From an optimization exercise on the open Yosys and OpenROAD flow, aimed at small area, a short achievable clock period and few clock cycles; shortcuts taken in it are not production practice. At most, simulation tests tie the RTL to the original design; equivalence was not proved. Power figures rest on the tool's default switching activity, not on a simulated workload.

==> flow/design.v <==
module udp_send_data_buf;
endmodule
module crc_calc;
endmodule
`timescale 1 ns / 1 ps
module udp_transmit
(
    input wire  clk,
    input wire  rst,
    output wire  eth_txd_tvalid,
    output wire [31 : 0] eth_txd_tdata,
    output wire [3 : 0] eth_txd_tkeep,
    output wire  eth_txd_tlast,
    input wire  eth_txd_tready,
    output wire                    eth_txc_tvalid,
    output wire [31 : 0] eth_txc_tdata,
    output wire [3 : 0] eth_txc_tkeep,
    output wire  eth_txc_tlast,
    input wire  eth_txc_tready,
    input wire [31 : 0]   s_axis_data_tdata,
    input wire                      s_axis_data_tvalid,
    output wire                     s_axis_data_tready,
    input wire                      s_axis_data_tlast
);
    reg [8:0]  nb;           
    reg        first;        
    reg        ctrl;         
    reg        hdr;          
    reg        payload;      
    reg        lastb;        
    reg [31:0] s;            
    reg        s_rdy;        
    reg [15:0] p;
    reg [31:0] o;            
    reg        o_v, o_last, o_keep;
    reg        c_v, c_first, c_last;
    wire [3:0]  b = nb[3:0];
    wire [31:0] hv = (b == 4'd0) ? 32'h0000_0100 :
                     (b == 4'd1) ? 32'h0002_0000 :
                     (b == 4'd3) ? 32'h0045_0008 :
                     (b == 4'd4) ? 32'h0000_1c04 :
                     (b == 4'd5) ? 32'h1180_0000 :
                     (b == 4'd6) ? 32'ha8c0_e767 :
                     (b == 4'd7) ? 32'hc0a8_8001 :
                     (b == 4'd8) ? 32'h1879_0164 :
                     (b == 4'd9) ? 32'h0804_3075 : 32'h0;
    wire acc    = s_axis_data_tvalid && s_rdy;
    wire [31:0] w = s_rdy ? s_axis_data_tdata : s;
    wire c_free = !c_v || eth_txc_tready;
    wire o_free = !o_v || eth_txd_tready;
    wire step   = o_free && (ctrl ? (c_free && (!first || !s_rdy))
                                  : (!payload || !s_rdy || s_axis_data_tvalid));
    wire take   = step && payload;
    always @(posedge clk) begin
        if (rst) begin
            nb <= 9'd0;
            first <= 1'b1;
            ctrl <= 1'b1;
            hdr <= 1'b1;
            payload <= 1'b0;
            lastb <= 1'b0;
            s_rdy <= 1'b1;
            o_v <= 1'b0;
            c_v <= 1'b0;
        end else begin
            if (step) begin
                nb      <= lastb ? 9'd0 : nb + 9'd1;
                first   <= lastb;
                ctrl    <= lastb || (ctrl && nb != 9'd5);
                hdr     <= lastb || (hdr && nb != 9'd9);
                payload <= (nb == 9'd9) || (payload && nb != 9'd265);
                lastb   <= (nb == 9'd265);
            end
            if (take) s_rdy <= 1'b1;
            else if (acc) s_rdy <= 1'b0;
            if (o_free) o_v <= step;
            if (c_free) c_v <= step && ctrl;
        end
    end
    always @(posedge clk) begin
        if (s_rdy) s <= s_axis_data_tdata;
        if (take) p <= w[31:16];
        if (o_free) begin
            o[31:16] <= (hdr || lastb) ? hv[31:16] : w[15:0];
            o[15:0]  <= (hdr || nb == 9'd10) ? hv[15:0] : p;
            o_last   <= lastb;
            o_keep   <= !lastb;
        end
        if (c_free) begin
            c_first <= first;
            c_last  <= (nb == 9'd5);
        end
    end
    assign s_axis_data_tready = s_rdy;
    assign eth_txd_tvalid = o_v;
    assign eth_txd_tdata  = o;
    assign eth_txd_tkeep  = {{2{o_keep}}, 2'b11};
    assign eth_txd_tlast  = o_last;
    assign eth_txc_tvalid = c_v;
    assign eth_txc_tdata  = {c_first, 1'b0, c_first, 29'h0};
    assign eth_txc_tkeep  = 4'hF;
    assign eth_txc_tlast  = c_last;
endmodule
export LEC_CHECK = 0
export CAP_MARGIN = 20
export CORE_MARGIN = 2
export CORE_UTILIZATION = 40
export PLACE_DENSITY = 0.6
export SETUP_SLACK_MARGIN = 3.2
export SLEW_MARGIN = 20
create_clock -name core_clock -period 5.0 [get_ports {clk}]
standard.sh (not shown) runs the stock make flow with config.mk's settings and CLKGATE_MAP_FILE= SYNTH_SCRIPT=/design/flow/synth_recipe.tcl, a recipe that flattens the netlist after the stock synthesis.
==> flow/flow/run.sh <==
#!/bin/bash
# The standard layout (standard.sh), with two changes to how it is made:
# ports are buffered with the smallest buffer (buf_1; timing repair upsizes
# the ones it needs), and each constant net keeps the single tie cell that
# synthesis gives it instead of one tie cell per load.
set -euo pipefail
export BUFFER_PORTS_ARGS="-buffer_cell sky130_fd_sc_hd__buf_1"
export SKIP_REPAIR_TIE_FANOUT=1
bash standard.sh > standard.log 2>&1
Rerun with:
--- a/flow/design.v
+++ b/flow/design.v
@@ -31,9 +31,9 @@
     reg [31:0] s;            
     reg        s_rdy;        
     reg [15:0] p;
     reg [31:0] o;            
-    reg        o_v, o_last, o_keep;
+    reg        o_v, o_last;
     reg        c_v, c_first, c_last;
     wire [3:0]  b = nb[3:0];
     wire [31:0] hv = (b == 4'd0) ? 32'h0000_0100 :
                      (b == 4'd1) ? 32'h0002_0000 :
@@ -83,9 +83,8 @@
         if (o_free) begin
             o[31:16] <= (hdr || lastb) ? hv[31:16] : w[15:0];
             o[15:0]  <= (hdr || nb == 9'd10) ? hv[15:0] : p;
             o_last   <= lastb;
-            o_keep   <= !lastb;
         end
         if (c_free) begin
             c_first <= first;
             c_last  <= (nb == 9'd5);
@@ -93,9 +92,9 @@
     end
     assign s_axis_data_tready = s_rdy;
     assign eth_txd_tvalid = o_v;
     assign eth_txd_tdata  = o;
-    assign eth_txd_tkeep  = {{2{o_keep}}, 2'b11};
+    assign eth_txd_tkeep  = {{2{!o_last}}, 2'b11};
     assign eth_txd_tlast  = o_last;
     assign eth_txc_tvalid = c_v;
     assign eth_txc_tdata  = {c_first, 1'b0, c_first, 29'h0};
     assign eth_txc_tkeep  = 4'hF;
Utilization rises by 0.67 points.
Global-route usage stays flat.
Combinational power stays flat.
Via count falls by 0.47%.
Power falls by 3.5%.
Clock-buffer cell count stays the same.
First-iteration DRC count rises by 5.3%.
Worst hold slack is worse by 0.0070 ns.
Synthesized area falls by 1.4%.
Testbench counts after the change, summed over its fixed seeds: cycles 26,377.
The RTL of the first run of this note was laid out without a check of its function.

* * *

## main
RTL: the design.v shown in full above, as it stands there.
clock: 5.0 ns
lec_check: 0
abc_area: 1
cap_margin: 20
core_margin: 2
core_utilization: 55
place_density: 0.7
setup_slack_margin: 3.1
slew_margin: 20
Scripts as last shown in full above: flow/flow/run.sh
Edits applied to the flow inputs when going from main to the feature branch:
--- a/flow/design.v
+++ b/flow/design.v
@@ -27,12 +27,13 @@
     reg        ctrl;         
     reg        hdr;          
     reg        payload;      
     reg        lastb;        
     reg [31:0] s;            
     reg        s_rdy;        
+    reg        s_full;       
     reg [15:0] p;
     reg [31:0] o;            
     reg        o_v, o_last, o_keep;
     reg        c_v, c_first, c_last;
     wire [3:0]  b = nb[3:0];
     wire [31:0] hv = (b == 4'd0) ? 32'h0000_0100 :
@@ -41,47 +42,53 @@
                      (b == 4'd4) ? 32'h0000_1c04 :
                      (b == 4'd5) ? 32'h1180_0000 :
                      (b == 4'd6) ? 32'ha8c0_e767 :
                      (b == 4'd7) ? 32'hc0a8_8001 :
                      (b == 4'd8) ? 32'h1879_0164 :
                      (b == 4'd9) ? 32'h0804_3075 : 32'h0;
-    wire acc    = s_axis_data_tvalid && s_rdy;
-    wire [31:0] w = s_rdy ? s_axis_data_tdata : s;
+    wire acc    = s_axis_data_tvalid && !s_full;
+    wire [31:0] w = s_full ? s : s_axis_data_tdata;
     wire c_free = !c_v || eth_txc_tready;
     wire o_free = !o_v || eth_txd_tready;
-    wire step   = o_free && (ctrl ? (c_free && (!first || !s_rdy))
-                                  : (!payload || !s_rdy || s_axis_data_tvalid));
+    wire step   = o_free && (ctrl ? (c_free && (!first || s_full || s_axis_data_tvalid))
+                                  : (!payload || s_full || s_axis_data_tvalid));
     wire take   = step && payload;
     always @(posedge clk) begin
         if (rst) begin
             nb <= 9'd0;
             first <= 1'b1;
             ctrl <= 1'b1;
             hdr <= 1'b1;
             payload <= 1'b0;
             lastb <= 1'b0;
             s_rdy <= 1'b1;
+            s_full <= 1'b0;
             o_v <= 1'b0;
             c_v <= 1'b0;
         end else begin
             if (step) begin
                 nb      <= lastb ? 9'd0 : nb + 9'd1;
                 first   <= lastb;
                 ctrl    <= lastb || (ctrl && nb != 9'd5);
                 hdr     <= lastb || (hdr && nb != 9'd9);
                 payload <= (nb == 9'd9) || (payload && nb != 9'd265);
                 lastb   <= (nb == 9'd265);
             end
-            if (take) s_rdy <= 1'b1;
-            else if (acc) s_rdy <= 1'b0;
+            if (take) begin
+                s_rdy <= 1'b1;
+                s_full <= 1'b0;
+            end else if (acc) begin
+                s_rdy <= 1'b0;
+                s_full <= 1'b1;
+            end
             if (o_free) o_v <= step;
             if (c_free) c_v <= step && ctrl;
         end
     end
     always @(posedge clk) begin
-        if (s_rdy) s <= s_axis_data_tdata;
+        if (!s_full) s <= s_axis_data_tdata;
         if (take) p <= w[31:16];
         if (o_free) begin
             o[31:16] <= (hdr || lastb) ? hv[31:16] : w[15:0];
             o[15:0]  <= (hdr || nb == 9'd10) ? hv[15:0] : p;
             o_last   <= lastb;
             o_keep   <= !lastb;
Findings:
- Looking at area enclosed by the die boundary across both flows, the feature branch is the weaker of the two, with main ahead.
- When the feature branch is set beside main, its synthesized cell count turns out to be about 2.8% larger.
- Delta (the feature branch minus main): delay of the slowest critical-path stage went up by 60 ps, net switching power of the design went up by about 4.3%, leakage power of the design was more or less identical, overall routed net length went up by about 5.4%.
- Relative slew slack came out higher on the feature branch than on main.
- In the metrics for the feature branch and main, the one carrying the higher measured slew at the worst slew-check pin is main.
Testbench counts of the feature branch, summed over its fixed seeds: cycles 26,373.
No functional check of the RTL was part of main.

==> separate check: timing with driven ports <==
In the flow no input, the clock included, has a driving cell. The finished layouts below were timed again as built, in two steps.
Step 1 assumes that a clkbuf_16 drives the clock port and a buf_2 every other input.
Step 2 adds t to the input delays and takes it off the output delays; t is the mean of the earliest and latest rising clock arrival at the registers after step 1. Input paths then give back, and output paths get back, about the clock's delay inside the block.
Slacks: no drivers / after step 1 / after step 2; pairs: no drivers / after step 1.
| run | shift t [ns] | setup WS [ns] | hold WS [ns] |
|---|---|---|---|
| the first run of note 1 | 0.397 | 3.056 / 3.021 / 2.779 | 0.481 / 0.481 / 0.481 |
| the second run of note 1 | 0.388 | 3.043 / 3.011 / 2.740 | 0.474 / 0.474 / 0.474 |
| main | 0.391 | 3.036 / 3.007 / 2.755 | 0.451 / 0.451 / 0.451 |
| the feature branch | 0.399 | 3.050 / 3.018 / 2.793 | 0.462 / 0.462 / 0.462 |
After both steps every run listed still meets setup and hold. For the second run of note 1, which loses most, drivers alone change the setup slack by -0.032 ns; drivers and shift together by -0.303 ns.
